Source: an optimization exercise on an open RTL-to-GDS flow (aim: small area). Production flows keep margins and buffers that such runs may drop. For this run, only the layout was checked, not whether the RTL still works. No activity file was given, so power comes from the tool's default toggle rates.

<file path="design/flow/flow/run.sh">
#!/bin/bash
# Own layout flow: the standard flow (standard.sh, unchanged synthesis)
# with smaller port buffers, a leaner clock tree (no dummy loads), the ABC
# buffers left to the resizer, and the delay cells kept out of the resizer's
# choices. The make output goes to flow_standard.log; ORFS keeps each step's
# own log under orfs/logs/.
set -euo pipefail
# appended to the platform's own DONT_USE_CELLS list by its config.mk
export DONT_USE_CELLS="sky130_fd_sc_hd__clkdlybuf4s15_1 sky130_fd_sc_hd__clkdlybuf4s15_2 sky130_fd_sc_hd__clkdlybuf4s18_1 sky130_fd_sc_hd__clkdlybuf4s18_2 sky130_fd_sc_hd__clkdlybuf4s25_1 sky130_fd_sc_hd__clkdlybuf4s25_2 sky130_fd_sc_hd__clkdlybuf4s50_1 sky130_fd_sc_hd__clkdlybuf4s50_2 sky130_fd_sc_hd__dlygate4sd1_1 sky130_fd_sc_hd__dlygate4sd2_1 sky130_fd_sc_hd__dlygate4sd3_1 sky130_fd_sc_hd__dlymetal6s2s_1 sky130_fd_sc_hd__dlymetal6s4s_1 sky130_fd_sc_hd__dlymetal6s6s_1"
bash standard.sh \
  "BUFFER_PORTS_ARGS=-buffer_cell sky130_fd_sc_hd__buf_1" \
  "CTS_ARGS=-sink_clustering_enable -repair_clock_nets -sink_clustering_size 30 -sink_clustering_max_diameter 100 -buf_list {sky130_fd_sc_hd__clkbuf_4 sky130_fd_sc_hd__clkbuf_8} -dont_use_dummy_load" \
  REMOVE_ABC_BUFFERS=1 MATCH_CELL_FOOTPRINT=0 \
  finish > flow_standard.log 2>&1
</file>
<file path="design/flow/design.v">
module fa(input a, input b, input c, output s, output co);
	assign s = a ^ b ^ c;
	assign co = (a & b) | (a & c) | (b & c);
endmodule
module ha(input a, input b, output s, output co);
	assign s = a ^ b;
	assign co = a & b;
endmodule
module xo(input a, input b, input r, output o);
	assign o = ~(~(a ^ b) | r);
endmodule
module hac(input a, input b, output s, output co);
	assign s = ~(a ^ b);
	assign co = a | b;
endmodule
module dotc(input rst, input [7:0] x1, input [7:0] y1, input [7:0] x2, input [7:0] y2, output [16:0] o);
	wire [16:0] t;
	wire n2 = ~(x1[0] & y1[0]) | ~(x2[0] & y2[0]);
	fa un3 (.a(~(x1[0] & y1[1])), .b(~(x1[1] & y1[0])), .c(~(x2[0] & y2[1])), .s(n3), .co(n4));
	fa un5 (.a(~(x2[1] & y2[0])), .b(n2), .c(n3), .s(n5), .co(n6));
	fa un7 (.a(~(x1[0] & y1[2])), .b(~(x1[1] & y1[1])), .c(~(x1[2] & y1[0])), .s(n7), .co(n8));
	fa un9 (.a(~(x2[0] & y2[2])), .b(~(x2[1] & y2[1])), .c(~(x2[2] & y2[0])), .s(n9), .co(n10));
	fa un11 (.a(n4), .b(n7), .c(n9), .s(n11), .co(n12));
	wire n14 = n6 | n11;
	fa un15 (.a(~(x1[0] & y1[3])), .b(~(x1[1] & y1[2])), .c(~(x1[2] & y1[1])), .s(n15), .co(n16));
	fa un17 (.a(~(x1[3] & y1[0])), .b(~(x2[0] & y2[3])), .c(~(x2[1] & y2[2])), .s(n17), .co(n18));
	fa un19 (.a(~(x2[2] & y2[1])), .b(~(x2[3] & y2[0])), .c(n10), .s(n19), .co(n20));
	fa un21 (.a(n8), .b(n15), .c(n17), .s(n21), .co(n22));
	fa un23 (.a(n19), .b(n12), .c(n21), .s(n23), .co(n24));
	wire n26 = n14 | n23;
	fa un27 (.a(~(x1[0] & y1[4])), .b(~(x1[1] & y1[3])), .c(~(x1[2] & y1[2])), .s(n27), .co(n28));
	fa un29 (.a(~(x1[3] & y1[1])), .b(~(x1[4] & y1[0])), .c(~(x2[0] & y2[4])), .s(n29), .co(n30));
	fa un31 (.a(~(x2[1] & y2[3])), .b(~(x2[2] & y2[2])), .c(~(x2[3] & y2[1])), .s(n31), .co(n32));
	fa un33 (.a(~(x2[4] & y2[0])), .b(n16), .c(n18), .s(n33), .co(n34));
	fa un35 (.a(n27), .b(n29), .c(n31), .s(n35), .co(n36));
	fa un37 (.a(n20), .b(n22), .c(n33), .s(n37), .co(n38));
	fa un39 (.a(n35), .b(n24), .c(n37), .s(n39), .co(n40));
	wire n42 = n26 | n39;
	fa un43 (.a(~(x1[0] & y1[5])), .b(~(x1[1] & y1[4])), .c(~(x1[2] & y1[3])), .s(n43), .co(n44));
	fa un45 (.a(~(x1[3] & y1[2])), .b(~(x1[4] & y1[1])), .c(~(x1[5] & y1[0])), .s(n45), .co(n46));
	fa un47 (.a(~(x2[0] & y2[5])), .b(~(x2[1] & y2[4])), .c(~(x2[2] & y2[3])), .s(n47), .co(n48));
	fa un49 (.a(~(x2[3] & y2[2])), .b(~(x2[4] & y2[1])), .c(~(x2[5] & y2[0])), .s(n49), .co(n50));
	fa un51 (.a(n28), .b(n30), .c(n32), .s(n51), .co(n52));
	fa un53 (.a(n43), .b(n45), .c(n47), .s(n53), .co(n54));
	fa un55 (.a(n49), .b(n34), .c(n36), .s(n55), .co(n56));
	fa un57 (.a(n51), .b(n53), .c(n38), .s(n57), .co(n58));
	fa un59 (.a(n55), .b(n40), .c(n57), .s(n59), .co(n60));
	wire n62 = n42 | n59;
	fa un63 (.a(~(x1[0] & y1[6])), .b(~(x1[1] & y1[5])), .c(~(x1[2] & y1[4])), .s(n63), .co(n64));
	fa un65 (.a(~(x1[3] & y1[3])), .b(~(x1[4] & y1[2])), .c(~(x1[5] & y1[1])), .s(n65), .co(n66));
	fa un67 (.a(~(x1[6] & y1[0])), .b(~(x2[0] & y2[6])), .c(~(x2[1] & y2[5])), .s(n67), .co(n68));
	fa un69 (.a(~(x2[2] & y2[4])), .b(~(x2[3] & y2[3])), .c(~(x2[4] & y2[2])), .s(n69), .co(n70));
	fa un71 (.a(~(x2[5] & y2[1])), .b(~(x2[6] & y2[0])), .c(n44), .s(n71), .co(n72));
	fa un73 (.a(n46), .b(n48), .c(n50), .s(n73), .co(n74));
	fa un75 (.a(n63), .b(n65), .c(n67), .s(n75), .co(n76));
	fa un77 (.a(n69), .b(n52), .c(n71), .s(n77), .co(n78));
	fa un79 (.a(n54), .b(n73), .c(n75), .s(n79), .co(n80));
	fa un81 (.a(n56), .b(n77), .c(n79), .s(n81), .co(n82));
	fa un83 (.a(n58), .b(n81), .c(n60), .s(n83), .co(n84));
	wire n86 = n62 | n83;
	fa un87 (.a(~(x1[0] & y1[7])), .b(~(x1[1] & y1[6])), .c(~(x1[2] & y1[5])), .s(n87), .co(n88));
	fa un89 (.a(~(x1[3] & y1[4])), .b(~(x1[4] & y1[3])), .c(~(x1[5] & y1[2])), .s(n89), .co(n90));
	fa un91 (.a(~(x1[6] & y1[1])), .b(~(x1[7] & y1[0])), .c(~(x2[0] & y2[7])), .s(n91), .co(n92));
	fa un93 (.a(~(x2[1] & y2[6])), .b(~(x2[2] & y2[5])), .c(~(x2[3] & y2[4])), .s(n93), .co(n94));
	fa un95 (.a(~(x2[4] & y2[3])), .b(~(x2[5] & y2[2])), .c(~(x2[6] & y2[1])), .s(n95), .co(n96));
	fa un97 (.a(~(x2[7] & y2[0])), .b(n64), .c(n66), .s(n97), .co(n98));
	fa un99 (.a(n68), .b(n70), .c(n87), .s(n99), .co(n100));
	fa un101 (.a(n89), .b(n91), .c(n93), .s(n101), .co(n102));
	fa un103 (.a(n95), .b(n72), .c(n74), .s(n103), .co(n104));
	fa un105 (.a(n76), .b(n97), .c(n99), .s(n105), .co(n106));
	fa un107 (.a(n101), .b(n78), .c(n103), .s(n107), .co(n108));
	fa un109 (.a(n80), .b(n105), .c(n107), .s(n109), .co(n110));
	fa un111 (.a(n82), .b(n109), .c(n84), .s(n111), .co(n112));
	wire n114 = n86 | n111;
	fa un115 (.a(~(x1[1] & y1[7])), .b(~(x1[2] & y1[6])), .c(~(x1[3] & y1[5])), .s(n115), .co(n116));
	fa un117 (.a(~(x1[4] & y1[4])), .b(~(x1[5] & y1[3])), .c(~(x1[6] & y1[2])), .s(n117), .co(n118));
	fa un119 (.a(~(x1[7] & y1[1])), .b(~(x2[1] & y2[7])), .c(~(x2[2] & y2[6])), .s(n119), .co(n120));
	fa un121 (.a(~(x2[3] & y2[5])), .b(~(x2[4] & y2[4])), .c(~(x2[5] & y2[3])), .s(n121), .co(n122));
	fa un123 (.a(~(x2[6] & y2[2])), .b(~(x2[7] & y2[1])), .c(n88), .s(n123), .co(n124));
	fa un125 (.a(n90), .b(n92), .c(n94), .s(n125), .co(n126));
	fa un127 (.a(n96), .b(n115), .c(n117), .s(n127), .co(n128));
	fa un129 (.a(n119), .b(n121), .c(n98), .s(n129), .co(n130));
	fa un131 (.a(n100), .b(n123), .c(n102), .s(n131), .co(n132));
	fa un133 (.a(n125), .b(n127), .c(n104), .s(n133), .co(n134));
	fa un135 (.a(n129), .b(n106), .c(n131), .s(n135), .co(n136));
	fa un137 (.a(n133), .b(n108), .c(n135), .s(n137), .co(n138));
	fa un139 (.a(n110), .b(n137), .c(n112), .s(n139), .co(n140));
	wire n142 = n114 | n139;
	fa un143 (.a(~(x1[2] & y1[7])), .b(~(x1[3] & y1[6])), .c(~(x1[4] & y1[5])), .s(n143), .co(n144));
	fa un145 (.a(~(x1[5] & y1[4])), .b(~(x1[6] & y1[3])), .c(~(x1[7] & y1[2])), .s(n145), .co(n146));
	fa un147 (.a(~(x2[2] & y2[7])), .b(~(x2[3] & y2[6])), .c(~(x2[4] & y2[5])), .s(n147), .co(n148));
	fa un149 (.a(~(x2[5] & y2[4])), .b(~(x2[6] & y2[3])), .c(~(x2[7] & y2[2])), .s(n149), .co(n150));
	fa un151 (.a(n116), .b(n118), .c(n120), .s(n151), .co(n152));
	fa un153 (.a(n122), .b(n143), .c(n145), .s(n153), .co(n154));
	fa un155 (.a(n147), .b(n149), .c(n124), .s(n155), .co(n156));
	fa un157 (.a(n126), .b(n128), .c(n151), .s(n157), .co(n158));
	fa un159 (.a(n153), .b(n130), .c(n155), .s(n159), .co(n160));
	fa un161 (.a(n132), .b(n157), .c(n134), .s(n161), .co(n162));
	fa un163 (.a(n159), .b(n136), .c(n161), .s(n163), .co(n164));
	fa un165 (.a(n138), .b(n163), .c(n140), .s(n165), .co(n166));
	fa un167 (.a(~(x1[3] & y1[7])), .b(~(x1[4] & y1[6])), .c(~(x1[5] & y1[5])), .s(n167), .co(n168));
	fa un169 (.a(~(x1[6] & y1[4])), .b(~(x1[7] & y1[3])), .c(~(x2[3] & y2[7])), .s(n169), .co(n170));
	fa un171 (.a(~(x2[4] & y2[6])), .b(~(x2[5] & y2[5])), .c(~(x2[6] & y2[4])), .s(n171), .co(n172));
	fa un173 (.a(~(x2[7] & y2[3])), .b(n144), .c(n146), .s(n173), .co(n174));
	fa un175 (.a(n148), .b(n150), .c(n167), .s(n175), .co(n176));
	fa un177 (.a(n169), .b(n171), .c(n152), .s(n177), .co(n178));
	fa un179 (.a(n154), .b(n173), .c(n175), .s(n179), .co(n180));
	fa un181 (.a(n156), .b(n177), .c(n158), .s(n181), .co(n182));
	fa un183 (.a(n179), .b(n160), .c(n181), .s(n183), .co(n184));
	fa un185 (.a(n162), .b(n183), .c(n164), .s(n185), .co(n186));
	fa un187 (.a(~(x1[4] & y1[7])), .b(~(x1[5] & y1[6])), .c(~(x1[6] & y1[5])), .s(n187), .co(n188));
	fa un189 (.a(~(x1[7] & y1[4])), .b(~(x2[4] & y2[7])), .c(~(x2[5] & y2[6])), .s(n189), .co(n190));
	fa un191 (.a(~(x2[6] & y2[5])), .b(~(x2[7] & y2[4])), .c(n168), .s(n191), .co(n192));
	fa un193 (.a(n170), .b(n172), .c(n187), .s(n193), .co(n194));
	fa un195 (.a(n189), .b(n174), .c(n176), .s(n195), .co(n196));
	fa un197 (.a(n191), .b(n193), .c(n178), .s(n197), .co(n198));
	fa un199 (.a(n180), .b(n195), .c(n197), .s(n199), .co(n200));
	fa un201 (.a(n182), .b(n199), .c(n184), .s(n201), .co(n202));
	fa un203 (.a(~(x1[5] & y1[7])), .b(~(x1[6] & y1[6])), .c(~(x1[7] & y1[5])), .s(n203), .co(n204));
	fa un205 (.a(~(x2[5] & y2[7])), .b(~(x2[6] & y2[6])), .c(~(x2[7] & y2[5])), .s(n205), .co(n206));
	fa un207 (.a(n188), .b(n190), .c(n203), .s(n207), .co(n208));
	fa un209 (.a(n205), .b(n192), .c(n194), .s(n209), .co(n210));
	fa un211 (.a(n207), .b(n196), .c(n209), .s(n211), .co(n212));
	fa un213 (.a(n198), .b(n211), .c(n200), .s(n213), .co(n214));
	fa un215 (.a(~(x1[6] & y1[7])), .b(~(x1[7] & y1[6])), .c(~(x2[6] & y2[7])), .s(n215), .co(n216));
	fa un217 (.a(~(x2[7] & y2[6])), .b(n204), .c(n206), .s(n217), .co(n218));
	fa un219 (.a(n215), .b(n208), .c(n217), .s(n219), .co(n220));
	fa un221 (.a(n210), .b(n219), .c(n212), .s(n221), .co(n222));
	fa un223 (.a(~(x1[7] & y1[7])), .b(~(x2[7] & y2[7])), .c(n216), .s(n223), .co(n224));
	fa un225 (.a(n218), .b(n223), .c(n220), .s(n225), .co(n226));
	xo ux0 (.a(~(x1[0] & y1[0])), .b(~(x2[0] & y2[0])), .r(rst), .o(o[0]));
	assign t[0] = 1'b0;
	assign t[1] = n5;
	xo ux2 (.a(n6), .b(n11), .r(rst), .o(o[2]));
	assign t[2] = 1'b0;
	xo ux3 (.a(n14), .b(n23), .r(rst), .o(o[3]));
	assign t[3] = 1'b0;
	xo ux4 (.a(n26), .b(n39), .r(rst), .o(o[4]));
	assign t[4] = 1'b0;
	xo ux5 (.a(n42), .b(n59), .r(rst), .o(o[5]));
	assign t[5] = 1'b0;
	xo ux6 (.a(n62), .b(n83), .r(rst), .o(o[6]));
	assign t[6] = 1'b0;
	xo ux7 (.a(n86), .b(n111), .r(rst), .o(o[7]));
	assign t[7] = 1'b0;
	xo ux8 (.a(n114), .b(n139), .r(rst), .o(o[8]));
	assign t[8] = 1'b0;
	assign o[1] = ~(t[1] | rst);
	assign o[9] = ~(t[9] | rst);
	assign o[10] = ~(t[10] | rst);
	assign o[11] = ~(t[11] | rst);
	assign o[12] = ~(t[12] | rst);
	assign o[13] = ~(t[13] | rst);
	assign o[14] = ~(t[14] | rst);
	assign o[15] = ~(t[15] | rst);
	assign o[16] = ~(t[16] | rst);
	wire [7:0] x = {1'b1, n224, n225, n221, n213, n201, n185, n165};
	wire [7:0] y = {1'b1, n226, n222, n214, n202, n186, n166, 1'b1};
	wire ci = n142;
	wire [7:0] s;
	assign t[16:9] = s;
	wire [8:0] g, p;
	wire [7:0] hp;
	assign g[0] = ci;
	assign p[0] = 1'b0;
	assign hp[0] = ~x[0];
	assign g[1] = x[0];
	ha ug1 (.a(x[1]), .b(y[1]), .s(hp[1]), .co(g[2]));
	ha ug2 (.a(x[2]), .b(y[2]), .s(hp[2]), .co(g[3]));
	ha ug3 (.a(x[3]), .b(y[3]), .s(hp[3]), .co(g[4]));
	ha ug4 (.a(x[4]), .b(y[4]), .s(hp[4]), .co(g[5]));
	ha ug5 (.a(x[5]), .b(y[5]), .s(hp[5]), .co(g[6]));
	ha ug6 (.a(x[6]), .b(y[6]), .s(hp[6]), .co(g[7]));
	assign hp[7] = 1'b0;
	assign g[8] = 1'b1;
	assign p[8:1] = hp;
	wire G1 = g[1] | (p[1] & g[0]);
	wire P1 = p[1] & p[0];
	wire G2 = g[3] | (p[3] & g[2]);
	wire P2 = p[3] & p[2];
	wire G3 = g[5] | (p[5] & g[4]);
	wire P3 = p[5] & p[4];
	wire G4 = g[7] | (p[7] & g[6]);
	wire P4 = p[7] & p[6];
	wire G5 = g[2] | (p[2] & G1);
	wire P5 = p[2] & P1;
	wire G6 = G2 | (P2 & G1);
	wire P6 = P2 & P1;
	wire G7 = g[6] | (p[6] & G3);
	wire P7 = p[6] & P3;
	wire G8 = G4 | (P4 & G3);
	wire P8 = P4 & P3;
	wire G9 = g[4] | (p[4] & G6);
	wire P9 = p[4] & P6;
	wire G10 = G3 | (P3 & G6);
	wire P10 = P3 & P6;
	wire G11 = G7 | (P7 & G6);
	wire P11 = P7 & P6;
	wire G12 = G8 | (P8 & G6);
	wire P12 = P8 & P6;
	wire G13 = g[8] | (p[8] & G12);
	wire P13 = p[8] & P12;
	assign s[0] = hp[0] ^ g[0];
	assign s[1] = hp[1] ^ G1;
	assign s[2] = hp[2] ^ G5;
	assign s[3] = hp[3] ^ G6;
	assign s[4] = hp[4] ^ G9;
	assign s[5] = hp[5] ^ G10;
	assign s[6] = hp[6] ^ G11;
	assign s[7] = hp[7] ^ G12;
endmodule
module p_1d(
	input clk, input rst,
	input [0:7] a_11, input [0:7] b_11,
	input [0:7] a_12, input [0:7] b_12,
	input [0:7] a_21, input [0:7] b_21,
	input [0:7] a_22, input [0:7] b_22,
	output [0:16] c_11,
	output [0:16] c_12,
	output [0:16] c_21,
	output [0:16] c_22
	);
	wire [16:0] t_11, t_12, t_21, t_22;
	reg [0:16] r_11, r_12, r_21, r_22;
	assign c_11 = r_11;
	assign c_12 = r_12;
	assign c_21 = r_21;
	assign c_22 = r_22;
	dotc d_11 (rst, a_11, b_11, a_12, b_21, t_11);
	dotc d_12 (rst, a_11, b_12, a_12, b_22, t_12);
	dotc d_21 (rst, a_21, b_11, a_22, b_21, t_21);
	dotc d_22 (rst, a_21, b_12, a_22, b_22, t_22);
	always @(posedge clk) begin
		r_11 <= t_11;
		r_12 <= t_12;
		r_21 <= t_21;
		r_22 <= t_22;
	end
endmodule
</file>
<file path="design/flow/config.mk">
export PLATFORM = sky130hd
export DESIGN_NAME = p_1d
export DESIGN_NICKNAME = p_1d
export VERILOG_FILES = /design/flow/design.v
export SDC_FILE = /design/flow/constraint.sdc
export NUM_CORES = 4
export LEC_CHECK = 0
export CAP_MARGIN = 0
export CORE_MARGIN = 2
export CORE_UTILIZATION = 70
export CTS_BUF_LIST = sky130_fd_sc_hd__clkbuf_4 sky130_fd_sc_hd__clkbuf_8
export CTS_CLUSTER_DIAMETER = 100
export CTS_CLUSTER_SIZE = 30
export GPL_TIMING_DRIVEN = 0
export SLEW_MARGIN = 0
export SYNTH_HIERARCHICAL = 1
</file>
<file path="design/flow/standard.sh">
#!/bin/bash
# synth_recipe.tcl (not shown) runs the flow's synth.tcl, then flattens the netlist and writes it again
# the make line also repeats each setting of config.mk as NAME=value (left out here)
make -C /OpenROAD-flow-scripts/flow DESIGN_CONFIG=/design/flow/config.mk WORK_HOME=/design/flow/orfs CLKGATE_MAP_FILE= SYNTH_SCRIPT=/design/flow/synth_recipe.tcl "${@:-finish}"
</file>
<file path="design/flow/constraint.sdc">
create_clock -name core_clock -period 7.0 [get_ports {clk}]
set_input_delay 1.4000 -clock core_clock [delete_from_list [all_inputs] [get_ports {clk}]]
set_output_delay 1.4000 -clock core_clock [all_outputs]
set_load 0.01 [all_outputs]
</file>
==> metrics.md <==
| Metric | Value |
|---|---|
| EDFF count, synth | 0 |
| Count of state elements after synthesis | 68 |
| Fill count | about 1400 |
| H-tree depth | 3 |
| Post-CTS Hold Fix Bufs | 0 |
| Count of final hold-check violations | 0 |
| Grt ovf | 0 |
| Element type at the critical path end | flop |
| Netlist Area Pre-Place | between 10000 and 15000 µm² |
| P&R area growth vs syn | 4.34% |
| Final instance area | between 10000 and 15000 µm² |
| Peak Freq | around 150 MHz |
| Leakage | 5.10 nW |
| First-pass GRT wire length | 56900 µm |
| Rel. slew slack | 36.0% |
| 1st-iter DRT viols | 817 |
| Routed wire length | 33200 µm |
| Vias | 10042 |
| Yosys warns | around 220 |
| Largest net degree at the start of global routing | 45 |
| Hold Crit Class | primary input to flop |
| # port buffers | ~130 |
| Post-DP Area | between 10000 and 15000 µm² |
| Reg power frac | about a tenth |
| Final Wtd Congestion | just under 0.9 |
| Tmin final | 6.80 ns |
| Sink Count | between 60 and 70 |
| Ys flop type | dfxtp_1 |
| Dpl hpwl | about 24000 µm |
| Max Cap Viol | 0 |
| Via-to-Cell Ratio | ~6 |
| Initial antenna violation count | 0 |
| Vias in the first global route | ~11000 |
| Slew @ Worst Pin | 0.960 ns |
| Final setup fails | 0 |
| Slew Viols, Final | 0 |
| Net Sw Frac | 48.8% |
| Synth async-reset ratio | 0% |
| # IOs | about 130 |
| Top cells by count, synth | nand2_1 (516), fa_1 (420), clkbuf_1 (132), dfxtp_1 (68), nor2_1 (52) |
| Power per cell area | 445 nW/µm² |
| Core Footprint | ~20000 µm² |
| Crit path max fanout | 16 |
| CTS Buf Count | 9 |
| Cell Count, Final, Fillers Out | roughly 1700 |
| CTS Buffer Depth | 2 |
| Worst Path Required | roughly 7.3 ns |
| Synth area leader | fa_1 |
| TritonCTS clock tree | yes |
| CTS root buf | clkbuf_8 |
| Die width | around 150 µm |
| Crit path kind | primary input to flop |
| Startpoint Class | primary input |
| Period utilization | 97.1% |
| Total GRT Usage | 34.6% |
| Fin Setup TNS | 0 ns |
| Final nets | roughly 1900 |
| Proportion of layout cells with a drive suffix above 1 | 7.20% |
| Share of the synthesized area in the top cell type | 60.0% |
| Hold slack | around 1.5 ns |
| Height of the die | approximately 150 µm |
| DRT Pass-1 Iters | 6 |
| Worst vdd ir | between 300 and 400 µV |
| Seq/Total Area, Yosys | under 10% |
| Mean Syn Cell Area | around 10 µm² |
| Synth top area cells | fa_1 (60%), nand2_1 (14%), dfxtp_1 (9.7%) |
| Netlist cell types | 28 |
| Placed cell count | roughly 1700 |
| Cells after synthesis | about 1400 |
| Setup ws final | ~0.20 ns |
| Post-route ant nets | 0 |
| Reg clk slew, reported paths | roughly 0.080 ns |
| Number of cell rows | approximately 50 |
| N_diodes | 0 |
| Run status | finished clean |
| Total internal power | about 3.3 mW |
| WL per Instance | around 20 µm |
| FF+latch area | 1360 µm² |
| Die area | 21200 µm² |
| Drt drc | 0 |
| Clock power frac | 4.1% |
| Initial core utilization | a little under three quarters |
| DP Worst Slack | -0.638 ns |
| Most frequent cell after synthesis | nand2_1 |
| Footprint of the multi-input gates | roughly 12000 µm² |
| Crit path DAT | 7.08 ns |
| Comb power frac | approximately 87% |
| Psw | around 3.2 mW |
==> routing by layer <==
| layer | track usage, % | vias up | part of all wire (%) |
|---|---|---|---|
| li1 | - | 4222 | - |
| met5 | 0 | - | 0 |
| met1 | 51.7 | 5151 | 41 |
| met2 | 53.1 | 619 | 45 |
| met4 | 7.89 | 0 | 2.2 |
| met3 | 8.15 | 50 | 12 |
==> state kept, by name (all words and copies together), names as in the netlist <==
register and flops:
r_11 17, r_12 17, r_21 17, r_22 17
==> area by class of cell <==
cell class / instances / share of cell area (%)
clock buffer: 9 / 0.847
tap: 265 / 2.27
inverter: 8 / 0.205
timing repair buffer: 134 / 4.43
multi-input combinational: 1184 / 82.9
sequential: 68 / 9.30
==> logic make-up (layout without fill, tap and decap cells) <==
family	count (synthesis)	in the layout	synth area share [%]
xor+xnor	32	32	2.00
buf+inv	140	151	3.75
fa+ha+maj	456	456	63.2
flops	68	68	9.71
compound gates	48	48	2.11
simple gates	644	644	19.0
mux	4	4	0.321
==> layout by cell type (no fill, tap or decap), types with 9 or more instances in the layout <==
cell type    n
nor2b_1     12
nand2_1    516
ha_1        36
or2_2       12
clkbuf_2    26
buf_1       78
xnor2_1     32
fa_1       420
nor2_1      52
a21oi_1     20
dfxtp_1     68
clkbuf_4    22
clkbuf_8     9
==> modules after synthesis (local to each module, per instance) <==
module,cells inside,copies in the design,cell area (µm²),flip-flops and latches
xo,2,32,12.5,0
dotc,204,4,888,0
ha,1,24,12.5,0
p_1d,68,1,1360,68
fa,1,420,20.0,0
==> stage by stage <==
| step | utilization (%) | total power, mW |
|---|---|---|
| floorplan | - | 4.93 |
| global placement | 73.3 | 5.98 |
| detailed placement | 73.4 | 6.23 |
| CTS | 74.4 | 6.55 |
| global route | 74.7 | 7.42 |
| finish | 74.7 | 6.52 |
==> critical path, cell delays in order <==
cell and delay (ns):
buf_2 0.35, nand2_1 0.13, fa_1 0.52, fa_1 0.44
fa_1 0.40, fa_1 0.42, fa_1 0.41, fa_1 0.39
fa_1 0.40, fa_1 0.40, fa_1 0.43, inv_1 0.07
ha_1 0.22, nand2b_1 0.15, nand2b_1 0.06, a21o_1 0.17
ha_1 0.19, or3_1 0.36, a21oi_1 0.16
==> worst paths after layout <==
path,depth (start not counted),slack (ns),startpoint,end
hold / removal,4,1.49,a_21[7],r_22[16]
setup / recovery,19,0.20,a_11[5],r_12[3]
==> power by group through the flow <==
stage,Sequential [mW],Combinational (mW),Clock [mW]
global placement,0.620,5.36,0
global route,0.619,6.51,0.292
floorplan,0.692,4.24,0
finish,0.608,5.64,0.269
CTS,0.608,5.66,0.280
detailed placement,0.616,5.61,0
==> timing repair <==
action / CTS / global route
pin swaps: 0 / 0
hold endpoints to repair: 0 / 0
resized for setup: 69 / 91
buffers inserted: 0 / 0
setup endpoints to repair: 14 / 14

static timing again, ports no longer ideal:
No port has a modelled driver above. Below, the same layout with a new extraction and two added sets of constraints.
Step 1: set_driving_cell puts a clkbuf_16 on clk and a buf_2 on each other input, an assumption about the parent block.
Step 2 moves the port delays by t, midway between the first and last clock arrival at a register: inputs arrive t later, outputs are due t later. That takes back most of the time a late clock gives input paths.
Slacks: no drivers / after step 1 / after step 2; pairs: no drivers / after step 1.
t, ns: 0.406
setup WS [ns]: 0.200 / 0.214 / -0.193
clock arrival spread, ns: 0.029 / 0.029
cell pins on the clock port's net: 1
With both steps, setup timing fails in this run, where it was met with ideal ports. For this run, drivers alone change the setup slack by +0.014 ns; drivers and shift together by -0.393 ns.
